From an optimization exercise on the open Yosys and OpenROAD flow, aimed at small area and a short achievable clock period; shortcuts taken in it are not production practice.
In this exercise RTL edits were held to simulation tests only and were not proved equivalent to the original.
Power figures rest on the tool's default switching activity, not on a simulated workload.

--- design.v ---
`timescale 1ns / 1ps
module top(clk, reset, imem_addr, imem_data, dmem_addr, dmem_wdata, dmem_we, dmem_rdata, writed);
    input clk, reset;
    output [8:0] imem_addr;
    input [31:0] imem_data;
    output [31:0] dmem_addr, dmem_wdata;
    output dmem_we;
    input [31:0] dmem_rdata;
    output [31:0] writed;
    genvar gi, gl;
    integer i;
    reg [6:0] pc;
    always @(posedge clk) begin
        if (reset) pc <= 7'd0;
        else pc <= pc + 7'd1;
    end
    assign imem_addr = {pc, 2'b00};
    wire [5:0] f_op = imem_data[31:26];
    wire [5:0] f_fn = imem_data[5:0];
    wire [4:0] f_rs = imem_data[25:21];
    wire [4:0] f_rt = imem_data[20:16];
    wire f_r   = (f_op == 6'b000000);
    wire f_add = f_r && (f_fn == 6'b100000);
    wire f_sub = f_r && (f_fn == 6'b100010);
    wire f_and = f_r && (f_fn == 6'b100100);
    wire f_or  = f_r && (f_fn == 6'b100101);
    wire f_xor = f_r && (f_fn == 6'b100110);
    wire f_slt = f_r && (f_fn == 6'b101010);
    wire f_lw  = (f_op == 6'b100011);
    wire f_sw  = (f_op == 6'b101011);
    wire f_alu = f_add | f_sub | f_and | f_or | f_xor | f_slt;
    wire [4:0] f_rn = f_alu ? imem_data[15:11] : f_rt;
    wire f_wen = (f_alu | f_lw) && (f_rn != 5'd0);
    wire f_fma, f_fmb;
    reg [4:0] d_rn;
    reg [15:0] d_imm;
    reg [31:1] d_sa, d_sb;           
    reg d_fma, d_fmb, d_fea, d_feb;   
    reg d_wen, d_lw, d_sw, d_inv, d_arith, d_and, d_or, d_xor, d_slt;
    reg [4:0] e_rn;
    reg e_wen, e_lw;
    assign f_fma = e_wen && (f_rs == e_rn);
    assign f_fmb = e_wen && (f_rt == e_rn);
    always @(posedge clk) begin
        if (reset) begin
            d_wen <= 1'b0;
            d_sw <= 1'b0;
        end
        else begin
            d_wen <= f_wen;
            d_sw <= f_sw;
        end
        d_lw <= f_lw;
        d_inv <= f_sub | f_slt;
        d_arith <= f_add | f_sub | f_lw | f_sw;
        d_and <= f_and;
        d_or <= f_or;
        d_xor <= f_xor;
        d_slt <= f_slt;
        d_rn <= f_rn;
        d_imm <= imem_data[15:0];
        for (i = 1; i < 32; i = i + 1) begin
            d_sa[i] <= (f_rs == i) && !f_fma;
            d_sb[i] <= (f_rt == i) && !f_fmb;
        end
        d_fma <= f_fma;
        d_fmb <= f_fmb;
        d_fea <= d_wen && !d_lw && (f_rs == d_rn);
        d_feb <= d_wen && !d_lw && (f_rt == d_rn);
    end
    reg [31:0] rf [1:31];
    reg [31:1] m_we;                 
    reg m_lw;
    reg [31:0] m_r, m_o;
    wire [31:0] m_val = m_lw ? dmem_rdata : m_o;
    generate
        for (gi = 1; gi < 32; gi = gi + 1) begin : g_rf
            always @(posedge clk)
                if (m_we[gi]) rf[gi] <= m_val;
        end
    endgenerate
    wire [31:0] qa, qb;
    wire [32:1] sa = {1'b0, d_sa};
    wire [32:1] sb = {1'b0, d_sb};
    generate
        for (gi = 0; gi < 32; gi = gi + 1) begin : g_rd
            wire [10:0] na, nb;
            for (gl = 0; gl < 11; gl = gl + 1) begin : g_grp
                if (gl < 10) begin : g_3
                    rd_aoi3 u_a(.s0(sa[3*gl+1]), .d0(rf[3*gl+1][gi]), .s1(sa[3*gl+2]), .d1(rf[3*gl+2][gi]),
                                .s2(sa[3*gl+3]), .d2(rf[3*gl+3][gi]), .yn(na[gl]));
                    rd_aoi3 u_b(.s0(sb[3*gl+1]), .d0(rf[3*gl+1][gi]), .s1(sb[3*gl+2]), .d1(rf[3*gl+2][gi]),
                                .s2(sb[3*gl+3]), .d2(rf[3*gl+3][gi]), .yn(nb[gl]));
                end
                else begin : g_1
                    rd_aoi2 u_a(.s0(sa[31]), .d0(rf[31][gi]), .s1(d_fma), .d1(m_val[gi]), .yn(na[gl]));
                    rd_aoi2 u_b(.s0(sb[31]), .d0(rf[31][gi]), .s1(d_fmb), .d1(m_val[gi]), .yn(nb[gl]));
                end
            end
            rd_or11 u_oa(.n(na), .y(qa[gi]));
            rd_or11 u_ob(.n(nb), .y(qb[gi]));
        end
    endgenerate
    wire [31:0] ua = qa;
    wire [31:0] ub = qb;
    wire d_aluimm = d_lw | d_sw;
    wire [31:0] d_immx = {{16{d_imm[15]}}, d_imm};
    reg [31:0] e_a, e_b, e_s;
    reg e_sw, e_cin, e_arith, e_and, e_or, e_xor, e_slt, e_fa, e_fb, e_fs;
    reg [3:0] e_fa4, e_fb4, e_ci4;
    wire [3:0] d_fa4, d_fb4, d_ci4;
    always @(posedge clk) begin
        if (reset) begin
            e_wen <= 1'b0;
            e_sw <= 1'b0;
        end
        else begin
            e_wen <= d_wen;
            e_sw <= d_sw;
        end
        e_lw <= d_lw;
        e_rn <= d_rn;
        e_cin <= d_inv;
        e_arith <= d_arith;
        e_and <= d_and;
        e_or <= d_or;
        e_xor <= d_xor;
        e_slt <= d_slt;
        e_fa <= d_fea;
        e_fb <= d_feb && !d_aluimm;
        e_fa4 <= d_fa4;
        e_fb4 <= d_fb4;
        e_ci4 <= d_ci4;
        e_fs <= d_feb;
        e_a <= ua;
        e_b <= d_aluimm ? d_immx : (d_inv ? ~ub : ub);
        e_s <= ub;
    end
    wire [31:0] e_p1, e_p0, e_g1, e_g0, e_pn, e_gn;
    generate
        for (gi = 0; gi < 4; gi = gi + 1) begin : g_ctl
            ctl_copy u_cp(.fea(d_fea), .feb(d_feb), .aluimm(d_aluimm), .inv(d_inv),
                          .fa(d_fa4[gi]), .fb(d_fb4[gi]), .ci(d_ci4[gi]));
        end
    endgenerate
    wire [31:0] b_fa = {{8{e_fa4[3]}}, {8{e_fa4[2]}}, {8{e_fa4[1]}}, {8{e_fa4[0]}}};
    wire [31:0] b_fb = {{8{e_fb4[3]}}, {8{e_fb4[2]}}, {8{e_fb4[1]}}, {8{e_fb4[0]}}};
    wire [31:0] b_ci = {{8{e_ci4[3]}}, {8{e_ci4[2]}}, {8{e_ci4[1]}}, {8{e_ci4[0]}}};
    wire [31:0] x_a = b_fa & m_r | ~b_fa & e_a;
    wire [31:0] x_b = b_fb & (m_r ^ b_ci) | ~b_fb & e_b;
    wire [31:0] x_p = x_a ^ x_b;
    wire [31:0] x_lg = ({32{e_and}} & x_a & x_b) | ({32{e_or}} & (x_a | x_b)) | ({32{e_xor}} & x_p);
    wire [31:0] e_t1 = ({32{e_arith}} & ~x_p) | x_lg;
    wire [31:0] e_t0 = ({32{e_arith}} & x_p) | x_lg;
    ex_pre0 u_pre0(.ea(e_a[0]), .eb(e_b[0]), .fa(b_fa[0]), .fb(b_fb[0]), .inv(b_ci[0]), .ci(e_cin),
                   .p1(e_p1[0]), .p0(e_p0[0]), .g1(e_g1[0]), .g0(e_g0[0]));
    generate
        for (gi = 1; gi < 32; gi = gi + 1) begin : g_pre
            ex_pre u_pre(.ea(e_a[gi]), .eb(e_b[gi]), .fa(b_fa[gi]), .fb(b_fb[gi]), .inv(b_ci[gi]),
                         .p1(e_p1[gi]), .p0(e_p0[gi]), .g1(e_g1[gi]), .g0(e_g0[gi]));
        end
        for (gi = 0; gi < 32; gi = gi + 1) begin : g_pm
            ex_pmux u_pm(.m(m_r[gi]), .p1(e_p1[gi]), .p0(e_p0[gi]), .g1(e_g1[gi]), .g0(e_g0[gi]),
                         .pn(e_pn[gi]), .gn(e_gn[gi]));
        end
    endgenerate
    wire [31:0] kg [0:5];
    wire [31:0] kp [0:5];
    assign kg[0] = e_gn;
    assign kp[0] = e_pn;
    generate
        for (gl = 0; gl < 5; gl = gl + 1) begin : g_lvl
            for (gi = 0; gi < 32; gi = gi + 1) begin : g_bit
                if (gi < (1 << gl)) begin : g_pass
                    assign kg[gl+1][gi] = ~kg[gl][gi];
                    assign kp[gl+1][gi] = ~kp[gl][gi];
                end
                else if (gi < (2 << gl)) begin : g_gonly
                    if (gl % 2 == 1) begin : g_a
                        ks_ag u_n(.g(kg[gl][gi]), .p(kp[gl][gi]), .gj(kg[gl][gi - (1 << gl)]), .gn(kg[gl+1][gi]));
                    end
                    else begin : g_b
                        ks_bg u_n(.gn(kg[gl][gi]), .pn(kp[gl][gi]), .gjn(kg[gl][gi - (1 << gl)]), .g(kg[gl+1][gi]));
                    end
                    assign kp[gl+1][gi] = 1'b0;
                end
                else begin : g_full
                    if (gl % 2 == 1) begin : g_a
                        ks_a u_n(.g(kg[gl][gi]), .p(kp[gl][gi]), .gj(kg[gl][gi - (1 << gl)]), .pj(kp[gl][gi - (1 << gl)]),
                                 .gn(kg[gl+1][gi]), .pn(kp[gl+1][gi]));
                    end
                    else begin : g_b
                        ks_b u_n(.gn(kg[gl][gi]), .pn(kp[gl][gi]), .gjn(kg[gl][gi - (1 << gl)]), .pjn(kp[gl][gi - (1 << gl)]),
                                 .g(kg[gl+1][gi]), .p(kp[gl+1][gi]));
                    end
                end
            end
        end
    endgenerate
    wire [32:1] e_c = kg[5];
    wire [31:0] e_r, e_ro;
    generate
        for (gi = 1; gi < 32; gi = gi + 1) begin : g_out
            ex_sel u_out(.s(e_c[gi]), .d1(e_t1[gi]), .d0(e_t0[gi]), .y(e_r[gi]));
            ex_sel u_outo(.s(e_c[gi]), .d1(e_t1[gi]), .d0(e_t0[gi]), .y(e_ro[gi]));
        end
    endgenerate
    wire e_r0e = e_cin ? e_t1[0] : e_t0[0];
    ex_sel u_out0(.s(e_c[32]), .d1(!e_slt & e_r0e), .d0(e_slt | e_r0e), .y(e_r[0]));
    ex_sel u_outo0(.s(e_c[32]), .d1(!e_slt & e_r0e), .d0(e_slt | e_r0e), .y(e_ro[0]));
    reg [31:0] m_s;
    reg m_sw;
    always @(posedge clk) begin
        if (reset) m_sw <= 1'b0;
        else m_sw <= e_sw;
        for (i = 1; i < 32; i = i + 1)
            m_we[i] <= !reset && e_wen && (e_rn == i);
        m_lw <= e_lw;
        m_r <= e_r;
        m_o <= e_ro;
        m_s <= e_fs ? m_o : e_s;
    end
    assign dmem_addr = m_o;
    assign dmem_wdata = m_s;
    assign dmem_we = m_sw;
    reg [31:0] w_r;
    always @(posedge clk) w_r <= m_val;
    assign writed = w_r;
endmodule
module ex_pre(ea, eb, fa, fb, inv, p1, p0, g1, g0);
    input ea, eb, fa, fb, inv;
    output p1, p0, g1, g0;
    wire b1 = fb ? !inv : eb;
    wire b0 = fb ? inv : eb;
    assign p1 = fa ? !b1 : (ea ^ b1);
    assign g1 = (fa | ea) & b1;
    assign p0 = fa ? b0 : (ea ^ b0);
    assign g0 = !fa & ea & b0;
endmodule
module ex_pre0(ea, eb, fa, fb, inv, ci, p1, p0, g1, g0);
    input ea, eb, fa, fb, inv, ci;
    output p1, p0, g1, g0;
    wire b1 = fb ? !inv : eb;
    wire b0 = fb ? inv : eb;
    assign p1 = fa ? !b1 : (ea ^ b1);
    assign g1 = ci ? (fa | ea | b1) : ((fa | ea) & b1);
    assign p0 = fa ? b0 : (ea ^ b0);
    assign g0 = ci ? ((!fa & ea) | b0) : (!fa & ea & b0);
endmodule
module ex_pmux(m, p1, p0, g1, g0, pn, gn);
    input m, p1, p0, g1, g0;
    output pn, gn;
    assign pn = ~(m ? p1 : p0);
    assign gn = ~(m ? g1 : g0);
endmodule
module ks_a(g, p, gj, pj, gn, pn);
    input g, p, gj, pj;
    output gn, pn;
    assign gn = ~(g | (p & gj));
    assign pn = ~(p & pj);
endmodule
module ks_ag(g, p, gj, gn);
    input g, p, gj;
    output gn;
    assign gn = ~(g | (p & gj));
endmodule
module ks_b(gn, pn, gjn, pjn, g, p);
    input gn, pn, gjn, pjn;
    output g, p;
    assign g = ~(gn & (pn | gjn));
    assign p = ~(pn | pjn);
endmodule
module ks_bg(gn, pn, gjn, g);
    input gn, pn, gjn;
    output g;
    assign g = ~(gn & (pn | gjn));
endmodule
module ex_sel(s, d1, d0, y);
    input s, d1, d0;
    output y;
    assign y = s ? d1 : d0;
endmodule
module rd_aoi3(s0, d0, s1, d1, s2, d2, yn);
    input s0, d0, s1, d1, s2, d2;
    output yn;
    assign yn = ~((s0 & d0) | (s1 & d1) | (s2 & d2));
endmodule
module rd_aoi2(s0, d0, s1, d1, yn);
    input s0, d0, s1, d1;
    output yn;
    assign yn = ~((s0 & d0) | (s1 & d1));
endmodule
module rd_or11(n, y);
    input [10:0] n;
    output y;
    assign y = ~&n;
endmodule
module ctl_copy(fea, feb, aluimm, inv, fa, fb, ci);
    input fea, feb, aluimm, inv;
    output fa, fb, ci;
    assign fa = fea;
    assign fb = feb & !aluimm;
    assign ci = inv;
endmodule
--- flow/run.sh ---
#!/bin/bash
# The standard layout, with buf_2 cells (instead of the flow's default pick)
# buffering the input and output ports. make's output goes to flow_make.log;
# each ORFS step also keeps its own log under orfs/logs/.
set -euo pipefail
bash standard.sh 'BUFFER_PORTS_ARGS=-buffer_cell sky130_fd_sc_hd__buf_2' finish > flow_make.log 2>&1
--- standard.sh ---
#!/bin/bash
# synth_recipe.tcl (not shown) runs the flow's synth.tcl, then flattens the netlist and writes it again
# the make line also repeats each setting of config.mk as NAME=value (left out here)
make -C /OpenROAD-flow-scripts/flow DESIGN_CONFIG=/design/flow/config.mk WORK_HOME=/design/flow/orfs CLKGATE_MAP_FILE= SYNTH_SCRIPT=/design/flow/synth_recipe.tcl "${@:-finish}"
--- config.mk ---
export PLATFORM = sky130hd
export DESIGN_NAME = top
export DESIGN_NICKNAME = top
export VERILOG_FILES = /design/flow/design.v
export SDC_FILE = /design/flow/constraint.sdc
export NUM_CORES = 4
export LEC_CHECK = 0
export CAP_MARGIN = 20
export CORE_MARGIN = 2
export CORE_UTILIZATION = 40
export CTS_CLUSTER_DIAMETER = 120
export CTS_CLUSTER_SIZE = 24
export PLACE_DENSITY = 0.6
export SETUP_SLACK_MARGIN = 3.0
export SLEW_MARGIN = 20
export SYNTH_HIERARCHICAL = 1
--- constraint.sdc ---
create_clock -name core_clock -period 5.5 [get_ports {clk}]
set_input_delay 1.1000 -clock core_clock [delete_from_list [all_inputs] [get_ports {clk}]]
set_output_delay 1.1000 -clock core_clock [all_outputs]
set_load 0.01 [all_outputs]
==> results of run 1 <==
==> how the worst min path moves through the flow <==
stage               endpoint  depth (start not counted)
floorplan              e_and                          0
global placement       e_xor                          0
detailed placement   e_arith                          0
CTS                     m_lw                          0
global route            m_lw                          0
finish                  m_lw                          0
==> routing by layer <==
layer	vias to the layer above	wire, µm	global-route usage (%)
met3	562	26800	6.79
met2	3013	96700	44.5
met4	6	8870	10.7
met5	-	47	0
li1	17100	-	-
met1	20700	75900	34.9
==> critical path, stage by stage (launching register included) <==
cell and delay (ps):
sky130_fd_sc_hd__dfxtp_4 430, sky130_fd_sc_hd__buf_12 160, sky130_fd_sc_hd__nor2b_2 60, sky130_fd_sc_hd__a21oi_2 140, sky130_fd_sc_hd__xor2_1 260, sky130_fd_sc_hd__mux2i_4 160
sky130_fd_sc_hd__nor2_4 230, sky130_fd_sc_hd__nand2_2 160, sky130_fd_sc_hd__o21ai_4 240, sky130_fd_sc_hd__a21oi_4 80, sky130_fd_sc_hd__o21ai_4 200, sky130_fd_sc_hd__mux2_4 320
==> through the flow <==
stage | hold WS (ps) | power (µW)
after detailed placement | 312 | 14100
after global routing | 336 | 20900
after floorplan | 310 | 13200
after global placement | 314 | 14100
after CTS | 330 | 20000
final | 329 | 20300
==> flip-flops by register name, indices dropped and copies added (netlist names), 5 cells and up <==
| name | cells |
|---|---|
| pc | 7 |
| d_sa | 31 |
| d_imm | 16 |
| d_rn | 5 |
| m_r | 32 |
| e_a | 32 |
| d_sb | 31 |
| m_we | 31 |
| e_b | 32 |
| m_o | 32 |
| e_rn | 5 |
| w_r | 32 |
| m_s | 32 |
| rf | 992 |
| e_s | 32 |
==> final cells by class <==
class / count / area, µm² / area share (%)
Sequential cell: 1379 / 37700 / 57.8
Antenna cell: 9 / 22.5 / 0.0345
Inverter: 87 / 334 / 0.512
Clock buffer: 110 / 1950 / 3.00
Timing Repair Buffer: 345 / 2510 / 3.84
Multi-Input combinational cell: 2297 / 20300 / 31.1
Tap cell: 1890 / 2360 / 3.63
Clock inverter: 8 / 88.8 / 0.136
==> timing repair <==
action                     4_1_cts  5_1_grt
setup buffers                   39       32
cloned                           2        6
gates resized for setup        188      202
setup endpoints to repair      146       86
pin swaps                       23       57
hold buffers                     0        0
==> layout by cell type, fill, tap and decap left out, types with 31 or more instances in the layout <==
cell type and n:
sky130_fd_sc_hd__edfxtp_1 992, sky130_fd_sc_hd__a222oi_1 640, sky130_fd_sc_hd__dfxtp_1 319, sky130_fd_sc_hd__buf_2 169, sky130_fd_sc_hd__buf_4 132, sky130_fd_sc_hd__nand4_1 131
sky130_fd_sc_hd__nor2_1 127, sky130_fd_sc_hd__xnor2_1 110, sky130_fd_sc_hd__a21oi_2 96, sky130_fd_sc_hd__nand2_1 93, sky130_fd_sc_hd__mux2_4 83, sky130_fd_sc_hd__clkbuf_16 74
sky130_fd_sc_hd__inv_1 72, sky130_fd_sc_hd__nand3_1 69, sky130_fd_sc_hd__nor2b_1 68, sky130_fd_sc_hd__nor3_1 66, sky130_fd_sc_hd__mux2i_1 65, sky130_fd_sc_hd__a22oi_2 64
sky130_fd_sc_hd__or3_1 48, sky130_fd_sc_hd__o21ai_2 48, sky130_fd_sc_hd__mux2_2 45, sky130_fd_sc_hd__dfxtp_2 45, sky130_fd_sc_hd__nand2b_1 43, sky130_fd_sc_hd__xor2_1 37
sky130_fd_sc_hd__clkbuf_1 37, sky130_fd_sc_hd__o21ai_0 34, sky130_fd_sc_hd__ha_1 33, sky130_fd_sc_hd__a21oi_1 32, sky130_fd_sc_hd__a22oi_1 31, sky130_fd_sc_hd__o221ai_1 31
sky130_fd_sc_hd__nor2_4 31, sky130_fd_sc_hd__o211ai_1 31
==> power by group through the flow <==
| stage | combinational [µW] | clock (µW) | sequential [µW] |
|---|---|---|---|
| final | 3000 | 5860 | 11500 |
| after CTS | 2650 | 5920 | 11500 |
| after detailed placement | 2390 | 0 | 11700 |
| after global placement | 2360 | 0 | 11700 |
| after global routing | 3170 | 6270 | 11500 |
| after floorplan | 1550 | 0 | 11700 |
==> Flow_metrics.wiki, run 1 <==
{| class="wikitable"
! Metric !! Value
|-
| Run status || finished clean
|-
| Final setup viols || 0
|-
| Worst Max-Slew Pin Slew || between 1000 and 1500 ps
|-
| Clock sinks || approximately 1.4k
|-
| Pre-Repair DR Iteration Count || 13
|-
| Number of hold violations in the final report || 0
|-
| Final GP Congestion || ~0.9
|-
| Clock H-tree levels || 3
|-
| DRC errors left || 0
|-
| Share of the clock period used by the worst path after layout || between 40% and 50%
|-
| Filler Cells Inserted || around 12k
|-
| Avg Cell Area, Syn || about 15 µm²
|-
| Detail Placement HPWL || ~120000 µm
|-
| Number of non-filler instances in the completed layout || approximately 6.1k
|-
| Final net count || 4277
|-
| Switching Power || about 5400 µW
|-
| Buffer levels on the longest clock path || 3
|-
| Capturing instance or port of the critical path || m_o[28]
|-
| Die Wd || between 300 and 400 µm
|-
| End of the worst register-to-register path || m_o[28]
|-
| Worst Setup Slack post-DPL || about 2000 ps
|-
| Via count || 41.4k
|-
| Clock tree from TritonCTS || built
|-
| Overall routed net length || roughly 210000 µm
|-
| Max Cap Violations || 0
|-
| Largest net degree at the start of global routing || 50
|-
| Global-route wire length before repair || 287000 µm
|-
| Final critical-path required period || 2560 ps
|-
| Worst vdd rail ir drop || roughly 240 µV
|-
| Ratio of cells with drive above 1 in the final layout || approximately a quarter
|-
| GRT Resource Usage Total || 27.3%
|-
| Kind of path behind the tightest hold check || reg2reg
|-
| Clock latency on the worst-skew pair || between 700 and 800 ps
|-
| Via count of the first global-routing pass || slightly below 40k
|-
| Core region area || 0.141 mm²
|-
| Synthesis-to-layout area growth || 14.4%
|-
| Type of origin of the critical path || flip-flop
|-
| Wire per inst || roughly 34 µm
|-
| Cell count after synthesis || approximately 3.8k
|-
| Share of total power consumed by net switching || a little over a quarter
|-
| Clk_skew || between 30 and 40 ps
|-
| Cell-internal power || between 10000 and 15000 µW
|-
| Per-cell via count in the routed design || slightly below 7
|-
| Congestion Overflow GR || 0
|-
| Highest Clock Rate || roughly 390 MHz
|-
| Post-Route Setup TNS || 0 ps
|-
| Flop pwr share || between 50% and 60%
|-
| Die outline area || ~0.15 mm²
|-
| First-iteration detailed-routing DRC count || about 8k
|-
| Vertical die dimension || 381 µm
|-
| Arrival time worst endpoint || ~3200 ps
|-
| Std cell rows || roughly 140
|-
| Highest fanout seen on the critical path || 5
|-
| Final setup slack of the worst path || 2940 ps
|-
| Number of nets still failing antenna checks after routing || 0
|-
| Proportion of power drawn by the clock network || 28.8%
|-
| End-of-flow core utilization || a little under half
|-
| Clock slew at the register clock pins of the worst setup and hold paths || approximately 100 ps
|-
| Slew Limit Headroom || between 20% and 30%
|-
| Starting density of the core || around 40%
|-
| Beginning of the critical path || e_fb4[1]
|-
| Standby leakage power || 0.0210 µW
|-
| CTS Root Buffer Type || sky130_fd_sc_hd__clkbuf_16
|-
| WP data required || roughly 6000 ps
|-
| Number of CTS-inserted buffers || 68
|-
| Count of cells along the worst register-to-register path || 11
|-
| Antenna violations before repair || 16
|-
| Post-route cell area || 0.0652 mm²
|-
| Power density cells || just over 300 mW/mm²
|-
| Kind of critical path || reg2reg
|-
| Number of pins with negative max-slew slack in the final report || 0
|-
| Yosys Warn Count || 9
|-
| Setup crit end kind || flip-flop
|-
| Placed Cells || between 5k and 6k
|-
| Reg-to-reg setup timing slack || 2940 ps
|-
| IO buf count || 169
|-
| # IOs || 172
|-
| Netlist Area Pre-Place || between 0.05 and 0.06 mm²
|-
| Placed cell area || between 0.06 and 0.07 mm²
|-
| Combinational cell fraction of total power || 14.8%
|-
| Setup repair after global routing missed its margin || true
|-
| Startpoint of the worst register-to-register path || e_fb4[1]
|-
| Launch point of the worst hold path || e_lw
|}
==> inputs of run 2 (changes only) <==
--- a/config.mk
+++ b/config.mk
@@ -14,3 +14,4 @@
 export SETUP_SLACK_MARGIN = 3.0
 export SLEW_MARGIN = 20
 export SYNTH_HIERARCHICAL = 1
+export TNS_END_PERCENT = 30
==> Flow_metrics.wiki, run 2 <==
{| class="wikitable"
! Metric !! Value
|-
| Type of origin of the critical path || flip-flop
|-
| Antenna violations before repair || 16 (unchanged)
|-
| Clock slew at the register clock pins of the worst setup and hold paths || 100 ps (about the same)
|-
| Final net count || 4250 (-0.63%)
|-
| First-iteration detailed-routing DRC count || 7687 (-3.3%)
|-
| CTS Root Buffer Type || sky130_fd_sc_hd__clkbuf_16
|-
| Worst slack on hold paths || 329 ps (+0.0770 ps)
|-
| Slew Limit Headroom || 22.7% (+0.12 points)
|-
| Number of CTS-inserted buffers || 68 (unchanged)
|-
| Share of the clock period used by the worst path after layout || 48.3% (+1.7 points)
|-
| Core region area || 0.141 mm² (unchanged)
|-
| Max Cap Violations || 0 (unchanged)
|-
| Netlist Area Pre-Place || 0.0570 mm² (unchanged)
|-
| Pre-Repair DR Iteration Count || 13 (unchanged)
|-
| Number of pins with negative max-slew slack in the final report || 0 (unchanged)
|-
| Final setup viols || 0 (unchanged)
|-
| End of the worst register-to-register path || e_b[30]
|-
| Placed Cells || 5919 (unchanged)
|-
| Reg-to-reg setup timing slack || 2840 ps (-90 ps)
|-
| Ratio of cells with drive above 1 in the final layout || 24.4% (-1.6 points)
|-
| Worst Max-Slew Pin Slew || 1160 ps (-1.78 ps)
|-
| # IOs || 172 (unchanged)
|-
| Count of cells along the worst register-to-register path || 6 (-5)
|-
| Yosys Warn Count || 9 (unchanged)
|-
| Standby leakage power || 0.0207 µW (-1.5%)
|-
| Kind of path behind the tightest hold check || reg2reg
|-
| Die outline area || 0.146 mm² (unchanged)
|-
| Per-cell via count in the routed design || 6.73 (-0.45%)
|-
| Clock H-tree levels || 3 (unchanged)
|-
| Worst hold path stage count || 0 (unchanged)
|-
| Setup repair after global routing missed its margin || true
|-
| DRC errors left || 0 (unchanged)
|-
| Avg Cell Area, Syn || 14.9 µm² (unchanged)
|-
| Largest net degree at the start of global routing || 50 (unchanged)
|-
| Std cell rows || 138 (unchanged)
|-
| Kind of critical path || reg2reg
|-
| Number of non-filler instances in the completed layout || 6092 (-0.54%)
|-
| WP data required || 6070 ps (-30 ps)
|-
| Overall routed net length || 206000 µm (-1.2%)
|-
| Via count || 41.0k (-0.99%)
|-
| Via count of the first global-routing pass || 39.6k (-0.26%)
|-
| Number of flip-flops under the largest register name || 992 (unchanged)
|-
| Cell count after synthesis || 3835 (unchanged)
|-
| Clock sinks || 1379 (unchanged)
|-
| Worst vdd rail ir drop || 246 µV (+3.3%)
|-
| Global-route wire length before repair || 286000 µm (-0.32%)
|-
| Detail Placement HPWL || 119000 µm (unchanged)
|-
| Post-Route Setup TNS || 0 ps (unchanged)
|-
| Most frequent standard cell in the layout excluding fill and tap cells || sky130_fd_sc_hd__edfxtp_1
|-
| Clock tree from TritonCTS || built
|-
| Highest Clock Rate || 377 MHz (-3.5%)
|-
| Wire per inst || 33.8 µm (-0.68%)
|-
| Synthesis-to-layout area growth || 12.9%
|-
| Starting density of the core || 40.3% (unchanged)
|-
| Buffer levels on the longest clock path || 3 (unchanged)
|-
| Clock latency on the worst-skew pair || 720 ps (about the same)
|-
| Terminating pin of the worst hold path || m_lw
|-
| Vertical die dimension || 381 µm (unchanged)
|-
| Clk_skew || 36.3 ps (+2.98 ps)
|-
| Number of nets still failing antenna checks after routing || 0 (unchanged)
|-
| Register name with the most flops || rf
|-
| Die Wd || 381 µm (unchanged)
|-
| Run status || finished clean
|-
| Launch point of the worst hold path || e_lw
|-
| Final critical-path required period || 2660 ps (+91.8 ps)
|-
| Congestion Overflow GR || 0 (unchanged)
|-
| Arrival time worst endpoint || 3220 ps (+50 ps)
|-
| GRT Resource Usage Total || 27.2% (-0.083 points)
|-
| Area of the multi-input gates || 0.0197 mm² (-2.6%)
|-
| IO buf count || 169 (unchanged)
|-
| Setup crit end kind || flip-flop
|-
| Filler Cells Inserted || 12.4k (+0.78%)
|-
| Number of hold-repair buffers added at the cts stage || 0 (unchanged)
|-
| Number of hold violations in the final report || 0 (unchanged)
|-
| Highest fanout seen on the critical path || 32 (+27)
|-
| Final GP Congestion || 0.890 (unchanged)
|-
| Power density cells || 313 mW/mm² (+0.52%)
|-
| Startpoint of the worst register-to-register path || d_sb[28]
|-
| Top library cells by usage in the layout, fill and taps aside || sky130_fd_sc_hd__edfxtp_1 (992), sky130_fd_sc_hd__a222oi_1 (640), sky130_fd_sc_hd__dfxtp_1 (329)
|-
| Sequential Area || 0.0376 mm² (about the same)
|}
run 2: metal layers:
layer	GRT usage, %	vias to the layer above	wire length, µm
li1	-	17000	-
met1	34.7	20600	76200
met2	44.4	2842	96200
met3	6.81	543	25000
met4	10.6	4	8370
met5	0	-	34
run 2: area by class of cell:
type | instances | area share [%]
diodes | 3 | 0.0117
clock buffers | 110 | 3.04
clock inverters | 8 | 0.138
inverters | 87 | 0.515
multi-input cells | 2292 | 30.7
flip-flops and latches | 1379 | 58.5
well taps | 1890 | 3.67
repair buffers | 323 | 3.45
run 2: worst max path at each step:
stage,start,end,slack [ps],cells after the start
after floorplan,e_fb4[0],m_o[31],3000,9
after global placement,e_fa4[0],m_r[31],2010,9
after detailed placement,e_fa4[0],m_o[31],1970,9
after CTS,m_lw,e_b[17],2890,7
after global routing,e_fa4[0],m_o[9],2790,11
final,d_sb[28],e_b[30],2840,6
run 2: power breakdown:
group,internal [µW],switching (µW),leakage [µW]
sequential,11300,170,0.0124
combinational,1040,1800,0.00735
clock,2500,3350,0.000978
run 2: timing repair:
| action | in CTS | in global routing |
|---|---|---|
| pin swaps | 21 | 43 |
| resized for setup | 155 | 112 |
| gates cloned | 1 | 2 |
| setup endpoints to repair | 146 | 97 |
| buffers inserted | 38 | 11 |
run 2: metrics by stage:
stage / worst slack [ps] / power (µW) / util (%) / area, µm²
floorplan: 3000 / 13200 / - / 57000
global placement: 2010 / 14100 / 42.9 / 60700
detailed placement: 1970 / 14100 / 42.9 / 60700
CTS: 2890 / 20000 / 45.0 / 63700
global route: 2790 / 20800 / 45.5 / 64400
finish: 2840 / 20200 / 45.5 / 64400
run 2: worst max-delay path, stage by stage (launching register included):
cell                       delay [ps]
sky130_fd_sc_hd__dfxtp_1          320
sky130_fd_sc_hd__buf_4            310
sky130_fd_sc_hd__a222oi_1         530
sky130_fd_sc_hd__nand4_1          400
sky130_fd_sc_hd__or3_1            600
sky130_fd_sc_hd__xnor2_1          210
sky130_fd_sc_hd__a21oi_1          100
==> inputs of run 3 (changes only) <==
--- a/config.mk
+++ b/config.mk
@@ -11,7 +11,6 @@
 export CTS_CLUSTER_DIAMETER = 120
 export CTS_CLUSTER_SIZE = 24
 export PLACE_DENSITY = 0.6
-export SETUP_SLACK_MARGIN = 3.0
+export SETUP_SLACK_MARGIN = 3.15
 export SLEW_MARGIN = 20
 export SYNTH_HIERARCHICAL = 1
-export TNS_END_PERCENT = 30
==> Flow_metrics.wiki, run 3 <==
{| class="wikitable"
! Metric !! Value
|-
| Run status || finished clean
|-
| Register name with the most flops || rf
|-
| Standby leakage power || 0.0214 µW (+3.4%)
|-
| Per-cell via count in the routed design || 6.85 (+1.7%)
|-
| Proportion of power drawn by the clock network || 28.7% (-0.3 points)
|-
| Top library cells by usage in the layout, fill and taps aside || sky130_fd_sc_hd__edfxtp_1 (992), sky130_fd_sc_hd__a222oi_1 (640), sky130_fd_sc_hd__dfxtp_1 (287)
|-
| Clock sinks || 1379 (unchanged)
|-
| Kind of path behind the tightest hold check || reg2reg
|-
| Number of hold-repair buffers added at the cts stage || 0 (unchanged)
|-
| Clock slew at the register clock pins of the worst setup and hold paths || 100 ps (about the same)
|-
| Switching Power || 5540 µW (+4.0%)
|-
| Avg Cell Area, Syn || 14.9 µm² (unchanged)
|-
| Via count || 42.3k (+3.2%)
|-
| Buffer levels on the longest clock path || 3 (unchanged)
|-
| Core region area || 0.141 mm² (unchanged)
|-
| GRT Resource Usage Total || 27.2% (+0.031 points)
|-
| Cell count after synthesis || 3835 (unchanged)
|-
| WP data required || 6130 ps (+60 ps)
|-
| Max Cap Violations || 0 (unchanged)
|-
| Std cell rows || 138 (unchanged)
|-
| Number of nets still failing antenna checks after routing || 0 (unchanged)
|-
| Synthesis-to-layout area growth || 16.4%
|-
| Placed Cells || 5910 (-0.15%)
|-
| Netlist Area Pre-Place || 0.0570 mm² (unchanged)
|-
| Final GP Congestion || 0.899 (+1.1%)
|-
| Number of flip-flops under the largest register name || 992 (unchanged)
|-
| Congestion Overflow GR || 0 (unchanged)
|-
| Pre-Repair DR Iteration Count || 14 (+1)
|-
| Number of hold violations in the final report || 0 (unchanged)
|-
| Arrival time worst endpoint || 3200 ps (-20 ps)
|-
| Slew Limit Headroom || 21.4% (-1.3 points)
|-
| Clock H-tree levels || 3 (unchanged)
|-
| First-iteration detailed-routing DRC count || 8577 (+12%)
|-
| Share of total power consumed by net switching || 27.0% (+0.64 points)
|-
| Clk_skew || 52.3 ps (+16.0 ps)
|-
| IO buf count || 169 (unchanged)
|-
| Yosys Warn Count || 9 (unchanged)
|-
| Wire per inst || 35.4 µm (+4.8%)
|-
| Most frequent standard cell in the layout excluding fill and tap cells || sky130_fd_sc_hd__edfxtp_1
|-
| Highest Clock Rate || 389 MHz (+3.4%)
|-
| Starting density of the core || 40.3% (unchanged)
|-
| Overall routed net length || 219000 µm (+6.4%)
|-
| Final setup viols || 0 (unchanged)
|-
| Ratio of cells with drive above 1 in the final layout || 27.9% (+3.5 points)
|-
| Type of origin of the critical path || flip-flop
|-
| Flop pwr share || 55.9% (-1.0 points)
|-
| Worst vdd rail ir drop || 265 µV (+7.8%)
|-
| Combinational cell fraction of total power || 15.3% (+1.2 points)
|-
| Setup crit end kind || flip-flop
|-
| Number of pins with negative max-slew slack in the final report || 0 (unchanged)
|-
| Kind of critical path || reg2reg
|-
| Number of non-filler instances in the completed layout || 6183 (+1.5%)
|-
| Final critical-path required period || 2570 ps (-87.8 ps)
|-
| Share of the clock period used by the worst path after layout || 46.7% (-1.6 points)
|-
| Cell-internal power || 14900 µW (+0.69%)
|-
| CTS Root Buffer Type || sky130_fd_sc_hd__clkbuf_16
|-
| Power density cells || 309 mW/mm² (-1.4%)
|-
| Largest net degree at the start of global routing || 50 (unchanged)
|-
| Vertical die dimension || 381 µm (unchanged)
|-
| Clock tree from TritonCTS || built
|-
| Via count of the first global-routing pass || 40.1k (+1.2%)
|-
| Final net count || 4330 (+1.9%)
|-
| DRC errors left || 0 (unchanged)
|-
| Antenna violations before repair || 22 (+6)
|-
| Worst Max-Slew Pin Slew || 1180 ps (+19.6 ps)
|-
| Global-route wire length before repair || 288000 µm (+0.67%)
|-
| Post-Route Setup TNS || 0 ps (unchanged)
|-
| Number of CTS-inserted buffers || 68 (unchanged)
|-
| Clock latency on the worst-skew pair || 740 ps (+20 ps)
|-
| # IOs || 172 (unchanged)
|-
| Highest fanout seen on the critical path || 10 (-69%)
|-
| Die outline area || 0.146 mm² (unchanged)
|-
| Die Wd || 381 µm (unchanged)
|-
| Detail Placement HPWL || 120000 µm (+0.97%)
|-
| Setup repair after global routing missed its margin || true
|}
## run 3: stage by stage
stage / area [µm²] / utilization (%) / setup WS (ps) / total power [µW] / hold slack (ps)
final: 66300 / 46.9 / 2930 / 20500 / 334
after floorplan: 57200 / - / 3150 / 13300 / 310
after detailed placement: 60800 / 43.0 / 2170 / 14100 / 312
after CTS: 64600 / 45.7 / 3020 / 20100 / 334
after global routing: 66300 / 46.9 / 2850 / 21000 / 339
after global placement: 60800 / 43.0 / 2190 / 14100 / 313
## run 3: path summary, 6_finish.rpt
path | from | to | slack, ps | depth (start not counted)
max | e_fb4[0] | m_o[30] | 2930 | 12
min | d_or | e_or | 330 | 0
max reg2reg | e_fb4[0] | m_o[30] | 2930 | 12
min reg2reg | d_or | e_or | 330 | 0
## run 3: power by group through the flow
stage / logic (µW) / registers, µW / clock network, µW
finish: 3140 / 11400 / 5880
global route: 3300 / 11500 / 6260
CTS: 2780 / 11500 / 5910
detailed placement: 2420 / 11700 / 0
global placement: 2380 / 11700 / 0
floorplan: 1580 / 11700 / 0
## run 3: per-layer routing
| metal | wire length, µm | GRT usage, % | up-vias |
|---|---|---|---|
| met5 | 56 | 0 | - |
| met4 | 11000 | 12.2 | 8 |
| met3 | 30700 | 6.79 | 632 |
| met2 | 96900 | 43.1 | 3273 |
| met1 | 80300 | 35.3 | 21200 |
| li1 | - | - | 17200 |
## run 3: layout make-up
class	count	area, µm²
Antenna cell	8	20.0
Clock buffer	116	1950
Sequential cell	1379	37800
Fill cell	12300	75100
Timing Repair Buffer	382	3080
Multi-Input combinational cell	2313	20700
Tap cell	1890	2360
Inverter	87	334
Clock inverter	8	101
## run 3: repair_timing
action,in CTS,in global routing
cloned,0,30
resized for setup,298,170
endpoints found under the setup margin,194,122
buffers inserted,75,35
pin swaps,69,86
## run 3: worst max-delay path, stage by stage, from the launching register on
cell and delay (ps):
sky130_fd_sc_hd__dfxtp_4 430, sky130_fd_sc_hd__buf_8 180, sky130_fd_sc_hd__nor2b_2 70, sky130_fd_sc_hd__a21oi_2 140, sky130_fd_sc_hd__xor2_1 190, sky130_fd_sc_hd__mux2i_2 90, sky130_fd_sc_hd__buf_4 160, sky130_fd_sc_hd__nor2_4 150
sky130_fd_sc_hd__nand2_2 110, sky130_fd_sc_hd__o21ai_4 210, sky130_fd_sc_hd__a21oi_2 110, sky130_fd_sc_hd__o21ai_4 280, sky130_fd_sc_hd__mux2_4 330
==> inputs of run 4 (changes only) <==
--- a/config.mk
+++ b/config.mk
@@ -7,10 +7,10 @@
 export LEC_CHECK = 0
 export CAP_MARGIN = 20
 export CORE_MARGIN = 2
-export CORE_UTILIZATION = 40
+export CORE_UTILIZATION = 50
 export CTS_CLUSTER_DIAMETER = 120
 export CTS_CLUSTER_SIZE = 24
-export PLACE_DENSITY = 0.6
-export SETUP_SLACK_MARGIN = 3.15
+export PLACE_DENSITY = 0.65
+export SETUP_SLACK_MARGIN = 3.0
 export SLEW_MARGIN = 20
 export SYNTH_HIERARCHICAL = 1
==> Flow_metrics.wiki, run 4 <==
{| class="wikitable"
! Metric !! Value
|-
| Clk_skew || 20.3 ps (-32.0 ps)
|-
| Via count || 41.2k (-2.6%)
|-
| Clock latency on the worst-skew pair || 670 ps (-70 ps)
|-
| Number of non-filler instances in the completed layout || 5716 (-7.6%)
|-
| Yosys Warn Count || 9 (unchanged)
|-
| CTS Root Buffer Type || sky130_fd_sc_hd__clkbuf_16
|-
| # IOs || 172 (unchanged)
|-
| Die Wd || 342 µm (-10%)
|-
| Detail Placement HPWL || 114000 µm (-5.2%)
|-
| Final setup slack of the worst path || 2810 ps (-119 ps)
|-
| Max Cap Violations || 0 (unchanged)
|-
| Number of CTS-inserted buffers || 67 (-1.5%)
|-
| Cell-internal power || 14900 µW (-0.29%)
|-
| Highest fanout seen on the critical path || 4 (-6)
|-
| Per-cell via count in the routed design || 7.21 (+5.4%)
|-
| Clock H-tree levels || 3 (unchanged)
|-
| Clock tree from TritonCTS || built
|-
| Slew Limit Headroom || 18.0% (-3.4 points)
|-
| WP data required || 6050 ps (-80 ps)
|-
| Most frequent standard cell in the layout excluding fill and tap cells || sky130_fd_sc_hd__edfxtp_1
|-
| Pre-Repair DR Iteration Count || 13 (-1)
|-
| Startpoint of the worst register-to-register path || e_fb4[0]
|-
| First-iteration detailed-routing DRC count || 8621 (+0.51%)
|-
| Arrival time worst endpoint || 3240 ps (+40 ps)
|-
| Placed Cells || 5524 (-6.5%)
|-
| Worst hold path stage count || 0 (unchanged)
|-
| Overall routed net length || 194000 µm (-11%)
|-
| Worst vdd rail ir drop || 261 µV (-1.6%)
|-
| End of the worst register-to-register path || m_o[31]
|-
| Kind of critical path || reg2reg
|-
| Ratio of cells with drive above 1 in the final layout || 25.6% (-2.4 points)
|-
| Buffer levels on the longest clock path || 3 (unchanged)
|-
| DRC errors left || 0 (unchanged)
|-
| Proportion of power drawn by the clock network || 28.4% (-0.3 points)
|-
| Antenna violations before repair || 14 (-36%)
|-
| Cell count after synthesis || 3835 (unchanged)
|-
| GRT Resource Usage Total || 32.0% (+4.8 points)
|-
| Standby leakage power || 0.0208 µW (-2.7%)
|-
| Post-Route Setup TNS || 0 ps (unchanged)
|-
| Worst Max-Slew Pin Slew || 1230 ps (+51.1 ps)
|-
| Die outline area || 0.117 mm² (-20%)
|-
| Worst Setup Slack post-DPL || 1920 ps (-246 ps)
|-
| Clock sinks || 1379 (unchanged)
|-
| Vertical die dimension || 342 µm (-10%)
|-
| Std cell rows || 123 (-11%)
|-
| Flop pwr share || 56.7% (+0.8 points)
|-
| Launch point of the worst hold path || e_lw
|-
| IO buf count || 169 (unchanged)
|-
| Netlist Area Pre-Place || 0.0570 mm² (unchanged)
|-
| Placed cell area || 0.0602 mm² (-1.1%)
|-
| Final net count || 4263 (-1.5%)
|-
| Power density cells || 314 mW/mm² (+1.6%)
|-
| Filler Cells Inserted || 8822 (-28%)
|-
| Post-route cell area || 0.0644 mm² (-3.0%)
|-
| Clock slew at the register clock pins of the worst setup and hold paths || 100 ps (about the same)
|-
| Final GP Congestion || 0.929 (+3.3%)
|-
| Type of origin of the critical path || flip-flop
|-
| Terminating pin of the worst hold path || m_lw
|-
| Avg Cell Area, Syn || 14.9 µm² (unchanged)
|-
| Number of pins with negative max-slew slack in the final report || 0 (unchanged)
|-
| Largest net degree at the start of global routing || 50 (unchanged)
|-
| Run status || finished clean
|-
| End-of-flow core utilization || 57.1% (+10 points)
|-
| Synthesis-to-layout area growth || 12.9%
|-
| Share of the clock period used by the worst path after layout || 48.9% (+2.2 points)
|-
| Combinational cell fraction of total power || 14.8% (-0.5 points)
|-
| Setup crit end kind || flip-flop
|-
| Final critical-path required period || 2690 ps (+119 ps)
|-
| Via count of the first global-routing pass || 39.4k (-1.7%)
|-
| Core region area || 0.113 mm² (-20%)
|-
| Starting density of the core || 50.5% (+10 points)
|-
| Congestion Overflow GR || 0 (unchanged)
|-
| Sequential Area || 0.0376 mm² (-0.36%)
|-
| Share of total power consumed by net switching || 26.2% (-0.84 points)
|-
| Number of nets still failing antenna checks after routing || 0 (unchanged)
|-
| Kind of path behind the tightest hold check || reg2reg
|-
| Area of the multi-input gates || 0.0201 mm² (-2.7%)
|-
| Wire per inst || 34.0 µm (-4.0%)
|-
| Setup repair after global routing missed its margin || true
|-
| Switching Power || 5290 µW (-4.5%)
|-
| Number of flip-flops under the largest register name || 992 (unchanged)
|-
| Number of hold violations in the final report || 0 (unchanged)
|-
| Top library cells by usage in the layout, fill and taps aside || sky130_fd_sc_hd__edfxtp_1 (992), sky130_fd_sc_hd__a222oi_1 (640), sky130_fd_sc_hd__dfxtp_1 (327)
|-
| Register name with the most flops || rf
|-
| Global-route wire length before repair || 272000 µm (-5.7%)
|-
| Final setup viols || 0 (unchanged)
|-
| Reg-to-reg setup timing slack || 2810 ps (-120 ps)
|-
| Count of cells along the worst register-to-register path || 13 (+1)
|-
| Highest Clock Rate || 372 MHz (-4.4%)
|}
-- run 4: per-layer routing --
metal	up-vias	routed length, µm	global-route usage, %
met5	-	56	0
met3	577	26700	9.36
met4	10	9280	13.5
met1	20400	70300	41.3
met2	3126	88000	50.5
li1	17100	-	-
-- run 4: how the worst max path moves through the flow --
stage | end | slack (ps) | start | cells past startpoint
after floorplan | m_o[31] | 3000 | e_fb4[0] | 9
after global placement | m_r[31] | 1950 | e_fa4[0] | 9
after detailed placement | m_r[31] | 1920 | e_fa4[0] | 9
after CTS | m_r[31] | 2890 | e_fb4[0] | 10
after global routing | m_o[31] | 2730 | e_fb4[0] | 13
final | m_o[31] | 2810 | e_fb4[0] | 13
-- run 4: area by class of cell --
| cell class | count | share of cell area, % |
|---|---|---|
| clock buffer | 112 | 3.00 |
| inverter | 87 | 0.521 |
| sequential | 1379 | 58.5 |
| timing repair buffer | 337 | 3.68 |
| clock inverter | 3 | 0.0739 |
| antenna | 6 | 0.0233 |
| tap | 1500 | 2.92 |
| multi-input combinational | 2292 | 31.3 |
-- run 4: repair_timing --
item,in CTS,in global routing
pin swaps,23,65
hold buffers,0,0
gates resized for setup,153,199
gates cloned,0,2
buffers inserted,42,27
endpoints found under the setup margin,151,80
-- run 4: power by group through the flow --
stage	registers [µW]	clock network, µW	logic (µW)
global placement	11700	0	2350
detailed placement	11700	0	2390
global route	11500	6160	3160
finish	11400	5740	2990
CTS	11400	5800	2600
floorplan	11700	0	1550
-- run 4: stage by stage --
step | total power, µW | hold slack (ps)
6_report | 20200 | 330
5_1_grt | 20800 | 345
4_1_cts | 19800 | 330
3_5_place_dp | 14100 | 312
3_3_place_gp | 14000 | 310
2_1_floorplan | 13200 | 310
-- run 4: critical path, cell delays in order, from the launching register on --
cell and delay (ps):
sky130_fd_sc_hd__dfxtp_4 390, sky130_fd_sc_hd__buf_12 120, sky130_fd_sc_hd__buf_12 110, sky130_fd_sc_hd__nor2b_4 40
sky130_fd_sc_hd__a21oi_2 160, sky130_fd_sc_hd__xor2_1 250, sky130_fd_sc_hd__mux2i_2 150, sky130_fd_sc_hd__nor2_2 210
sky130_fd_sc_hd__buf_4 160, sky130_fd_sc_hd__a21oi_4 80, sky130_fd_sc_hd__o21ai_4 260, sky130_fd_sc_hd__a21oi_2 100
sky130_fd_sc_hd__o21ai_2 210, sky130_fd_sc_hd__mux2_4 320
==> inputs of run 5 (changes only) <==
--- a/design.v
+++ b/design.v
@@ -34,7 +34,10 @@
     wire f_fma, f_fmb;
     reg [4:0] d_rn;
     reg [15:0] d_imm;
-    reg [31:1] d_sa, d_sb;           
+    reg [31:1] d_sa0, d_sa1, d_sb0, d_sb1;
+    reg [1:0] d_fma2, d_fmb2;
+    wire [31:1] f_sa0, f_sa1, f_sb0, f_sb1;
+    wire [1:0] f_fma2, f_fmb2;
     reg d_fma, d_fmb, d_fea, d_feb;   
     reg d_wen, d_lw, d_sw, d_inv, d_arith, d_and, d_or, d_xor, d_slt;
     reg [4:0] e_rn;
@@ -59,10 +62,12 @@
         d_slt <= f_slt;
         d_rn <= f_rn;
         d_imm <= imem_data[15:0];
-        for (i = 1; i < 32; i = i + 1) begin
-            d_sa[i] <= (f_rs == i) && !f_fma;
-            d_sb[i] <= (f_rt == i) && !f_fmb;
-        end
+        d_sa0 <= f_sa0;
+        d_sa1 <= f_sa1;
+        d_sb0 <= f_sb0;
+        d_sb1 <= f_sb1;
+        d_fma2 <= f_fma2;
+        d_fmb2 <= f_fmb2;
         d_fma <= f_fma;
         d_fmb <= f_fmb;
         d_fea <= d_wen && !d_lw && (f_rs == d_rn);
@@ -80,11 +85,17 @@
         end
     endgenerate
     wire [31:0] qa, qb;
-    wire [32:1] sa = {1'b0, d_sa};
-    wire [32:1] sb = {1'b0, d_sb};
+    rd_dec u_dsa0(.r(f_rs), .fm(f_fma), .sel(f_sa0), .fmo(f_fma2[0]));
+    rd_dec u_dsa1(.r(f_rs), .fm(f_fma), .sel(f_sa1), .fmo(f_fma2[1]));
+    rd_dec u_dsb0(.r(f_rt), .fm(f_fmb), .sel(f_sb0), .fmo(f_fmb2[0]));
+    rd_dec u_dsb1(.r(f_rt), .fm(f_fmb), .sel(f_sb1), .fmo(f_fmb2[1]));
     generate
         for (gi = 0; gi < 32; gi = gi + 1) begin : g_rd
             wire [10:0] na, nb;
+            wire [32:1] sa = {1'b0, (gi < 16) ? d_sa0 : d_sa1};
+            wire [32:1] sb = {1'b0, (gi < 16) ? d_sb0 : d_sb1};
+            wire fma = d_fma2[gi / 16];
+            wire fmb = d_fmb2[gi / 16];
             for (gl = 0; gl < 11; gl = gl + 1) begin : g_grp
                 if (gl < 10) begin : g_3
                     rd_aoi3 u_a(.s0(sa[3*gl+1]), .d0(rf[3*gl+1][gi]), .s1(sa[3*gl+2]), .d1(rf[3*gl+2][gi]),
@@ -93,8 +104,8 @@
                                 .s2(sb[3*gl+3]), .d2(rf[3*gl+3][gi]), .yn(nb[gl]));
                 end
                 else begin : g_1
-                    rd_aoi2 u_a(.s0(sa[31]), .d0(rf[31][gi]), .s1(d_fma), .d1(m_val[gi]), .yn(na[gl]));
-                    rd_aoi2 u_b(.s0(sb[31]), .d0(rf[31][gi]), .s1(d_fmb), .d1(m_val[gi]), .yn(nb[gl]));
+                    rd_aoi2 u_a(.s0(sa[31]), .d0(rf[31][gi]), .s1(fma), .d1(m_val[gi]), .yn(na[gl]));
+                    rd_aoi2 u_b(.s0(sb[31]), .d0(rf[31][gi]), .s1(fmb), .d1(m_val[gi]), .yn(nb[gl]));
                 end
             end
             rd_or11 u_oa(.n(na), .y(qa[gi]));
@@ -302,3 +313,16 @@
     assign fb = feb & !aluimm;
     assign ci = inv;
 endmodule
+module rd_dec(r, fm, sel, fmo);
+    input [4:0] r;
+    input fm;
+    output [31:1] sel;
+    output fmo;
+    genvar k;
+    generate
+        for (k = 1; k < 32; k = k + 1) begin : g_k
+            assign sel[k] = (r == k) && !fm;
+        end
+    endgenerate
+    assign fmo = fm;
+endmodule
--- a/config.mk
+++ b/config.mk
@@ -7,10 +7,10 @@
 export LEC_CHECK = 0
 export CAP_MARGIN = 20
 export CORE_MARGIN = 2
-export CORE_UTILIZATION = 50
+export CORE_UTILIZATION = 40
 export CTS_CLUSTER_DIAMETER = 120
 export CTS_CLUSTER_SIZE = 24
-export PLACE_DENSITY = 0.65
+export PLACE_DENSITY = 0.6
 export SETUP_SLACK_MARGIN = 3.0
 export SLEW_MARGIN = 20
 export SYNTH_HIERARCHICAL = 1
==> Flow_metrics.wiki, run 5 <==
{| class="wikitable"
! Metric !! Value
|-
| Via count || 41.6k (+1.0%)
|-
| Kind of critical path || reg2reg
|-
| Type of origin of the critical path || flip-flop
|-
| Reg-to-reg setup timing slack || 2880 ps (+70 ps)
|-
| Arrival time worst endpoint || 3220 ps (-20 ps)
|-
| Pwr Total || 21100 µW (+4.4%)
|-
| Met1 Routed Length || 80200 µm (+14%)
|-
| Final setup slack of the worst path || 2880 ps (+66.9 ps)
|-
| Cell count after synthesis || 3983 (+3.9%)
|-
| Pre-Repair DR Iteration Count || 14 (+1)
|-
| IO buf count || 169 (unchanged)
|-
| DRC errors left || 0 (unchanged)
|-
| Synthesis-to-layout area growth || 12.7%
|-
| Worst hold path stage count || 0 (unchanged)
|-
| Std cell rows || 140 (+14%)
|-
| Highest fanout seen on the critical path || 6 (+2)
|-
| Avg Cell Area, Syn || 14.8 µm² (-0.70%)
|-
| Clk_skew || 38.9 ps (+18.6 ps)
|-
| Run status || finished clean
|-
| Largest net degree at the start of global routing || 50 (unchanged)
|-
| # IOs || 172 (unchanged)
|-
| Top sig layer || met5
|-
| Number of non-filler instances in the completed layout || 6242 (+9.2%)
|-
| Die Wd || 387 µm (+13%)
|-
| Die outline area || 0.150 mm² (+29%)
|-
| Kind of path behind the tightest hold check || reg2reg
|-
| Setup repair after global routing missed its margin || true
|-
| Ratio of cells with drive above 1 in the final layout || 24.3% (-1.3 points)
|-
| Number of nets still failing antenna checks after routing || 0 (unchanged)
|-
| Number of pins with negative max-slew slack in the final report || 0 (unchanged)
|-
| Highest Clock Rate || 382 MHz (+2.6%)
|-
| First-iteration detailed-routing DRC count || 8562 (-0.68%)
|-
| Terminating pin of the worst hold path || e_xor
|-
| Final critical-path required period || 2620 ps (-66.9 ps)
|-
| Placed Cells || 6035 (+9.3%)
|-
| Clock sinks || 1443 (+4.6%)
|-
| Overall routed net length || 206000 µm (+5.8%)
|-
| Final GP Congestion || 0.903 (-2.8%)
|-
| Buffer levels on the longest clock path || 3 (unchanged)
|-
| Final setup viols || 0 (unchanged)
|-
| Number of flip-flops under the largest register name || 992 (unchanged)
|-
| Post-route cell area || 0.0662 mm² (+2.9%)
|-
| Worst Setup Slack post-DPL || 2050 ps (+126 ps)
|-
| Yosys Warn Count || 9 (unchanged)
|-
| Standby leakage power || 0.0219 µW (+5.1%)
|-
| Top library cells by usage in the layout, fill and taps aside || sky130_fd_sc_hd__edfxtp_1 (992), sky130_fd_sc_hd__a222oi_1 (641), sky130_fd_sc_hd__dfxtp_1 (353)
|-
| Clock tree from TritonCTS || built
|-
| Slew Limit Headroom || 21.5% (+3.4 points)
|-
| Per-cell via count in the routed design || 6.67 (-7.5%)
|-
| Detail Placement HPWL || 128000 µm (+12%)
|-
| Routed met3 length || 28200 µm (+5.5%)
|-
| CTS Root Buffer Type || sky130_fd_sc_hd__clkbuf_16
|-
| Global-route wire length before repair || 284000 µm (+4.5%)
|-
| Number of hold violations in the final report || 0 (unchanged)
|-
| Number of hold-repair buffers added at the cts stage || 0 (unchanged)
|-
| Clock H-tree levels || 3 (unchanged)
|-
| Power density cells || 318 mW/mm² (+1.4%)
|-
| Via count of the first global-routing pass || 39.4k (+0.0076%)
|-
| Sequential Area || 0.0390 mm² (+3.6%)
|-
| Routed wl met2 || 89500 µm (+1.6%)
|-
| Vertical die dimension || 387 µm (+13%)
|-
| Netlist Area Pre-Place || 0.0588 mm² (+3.1%)
|-
| Placed cell area || 0.0621 mm² (+3.1%)
|-
| Congestion Overflow GR || 0 (unchanged)
|-
| Area of the multi-input gates || 0.0203 mm² (+0.96%)
|-
| Clock slew at the register clock pins of the worst setup and hold paths || 100 ps (about the same)
|-
| Filler Cells Inserted || 12.8k (+45%)
|-
| Post-Route Setup TNS || 0 ps (unchanged)
|-
| Register name with the most flops || rf
|-
| Share of the clock period used by the worst path after layout || 47.6% (-1.2 points)
|-
| Count of cells along the worst register-to-register path || 13 (unchanged)
|-
| Number of CTS-inserted buffers || 71 (+6.0%)
|-
| GRT Resource Usage Total || 26.2% (-5.9 points)
|-
| Worst vdd rail ir drop || 216 µV (-17%)
|-
| Antenna violations before repair || 32 (+18)
|-
| Launch point of the worst hold path || d_xor
|-
| Wire per inst || 33.0 µm (-3.1%)
|-
| Final net count || 4359 (+2.3%)
|-
| Max Cap Violations || 0 (unchanged)
|-
| Starting density of the core || 40.3% (-10 points)
|-
| WP data required || 6100 ps (+50 ps)
|-
| Worst Max-Slew Pin Slew || 1180 ps (-53.2 ps)
|-
| Most frequent standard cell in the layout excluding fill and tap cells || sky130_fd_sc_hd__edfxtp_1
|-
| Clock latency on the worst-skew pair || 730 ps (+60 ps)
|-
| End of the worst register-to-register path || m_r[30]
|-
| Setup crit end kind || flip-flop
|-
| Startpoint of the worst register-to-register path || e_fb4[0]
|-
| Core region area || 0.146 mm² (+29%)
|}
run 5: worst max path at each step:
stage,start,to,slack (ps),cells after the start
after floorplan,e_fb4[0],m_o[31],3000,9
after global placement,e_fa4[0],m_r[23],2100,9
after detailed placement,e_fa4[0],m_r[23],2050,9
after CTS,e_fb4[0],m_r[30],2870,11
after global routing,e_fb4[0],m_o[29],2800,13
final,e_fb4[0],m_r[30],2880,13
run 5: power breakdown:
part | internal [µW] | leakage, µW | switching (µW)
registers | 11700 | 0.0135 | 265
clock network | 2570 | 0.00102 | 3530
logic | 1170 | 0.00734 | 1830
run 5: per-stage QoR:
stage / util (%) / hold slack [ps]
finish: 45.4 / 337
global placement: 42.6 / 312
detailed placement: 42.6 / 315
CTS: 44.8 / 338
global route: 45.4 / 345
floorplan: - / 310
run 5: area by class of cell:
class	instances	share of cell area, %
Antenna cell	8	0.0302
Clock inverter	9	0.206
Clock buffer	121	3.03
Sequential cell	1443	58.9
Multi-Input combinational cell	2375	30.7
Timing Repair Buffer	284	3.03
Tap cell	1917	3.62
Inverter	85	0.489
run 5: per-layer routing:
metal | vias to the layer above | global-route usage, %
li1 | 17500 | -
met1 | 21000 | 35.6
met2 | 2825 | 39.2
met3 | 369 | 8.01
met4 | 28 | 9.78
met5 | - | 0
run 5: critical path: stages (launching register included):
cell and delay [ps]:
sky130_fd_sc_hd__dfxtp_4 470, sky130_fd_sc_hd__buf_12 170, sky130_fd_sc_hd__nor2b_4 50, sky130_fd_sc_hd__a21oi_2 150
sky130_fd_sc_hd__xor2_1 190, sky130_fd_sc_hd__mux2i_2 90, sky130_fd_sc_hd__buf_6 150, sky130_fd_sc_hd__nor2_4 170
sky130_fd_sc_hd__nand2_4 90, sky130_fd_sc_hd__o21ai_4 210, sky130_fd_sc_hd__a21oi_4 90, sky130_fd_sc_hd__buf_6 130
sky130_fd_sc_hd__o21ai_4 200, sky130_fd_sc_hd__mux2_4 320
run 5: timing repair:
action,4_1_cts,5_1_grt
setup buffers,43,24
setup endpoints to repair,148,146
gates cloned,0,2
hold endpoints to repair,0,0
resized for setup,202,152
pin swaps,32,60

[static timing again, ports no longer ideal]
No port has a modelled driver above. Below, the same layouts with a new extraction and two added sets of constraints.
Step 1: set_driving_cell puts a clkbuf_16 on clk and a buf_2 on each other input, an assumption about the parent block.
Step 2 times the ports against the registers' clock, not the clock port: input delays grow and output delays shrink by t, the midpoint of the rising clock arrivals with the driver on.
a / b / c = ideal / step 1 / step 2; a / b = the first two.
| run | t (ns) | setup WS [ns] | worst setup path at the end |
|---|---|---|---|
| run 1 | 0.784 | 2.936 / 2.899 / 2.500 | input to register |
| run 2 | 0.784 | 2.844 / 2.842 / 2.400 | input to register |
| run 3 | 0.798 | 2.932 / 2.932 / 2.626 | input to register |
| run 4 | 0.737 | 2.813 / 2.813 / 2.476 | input to register |
| run 5 | 0.784 | 2.880 / 2.880 / 2.247 | input to register |
After both steps setup and hold are still met in every run listed. The setup slack of run 5, which loses most, moves by 0.000 ns with the drivers and by -0.633 ns with both steps.
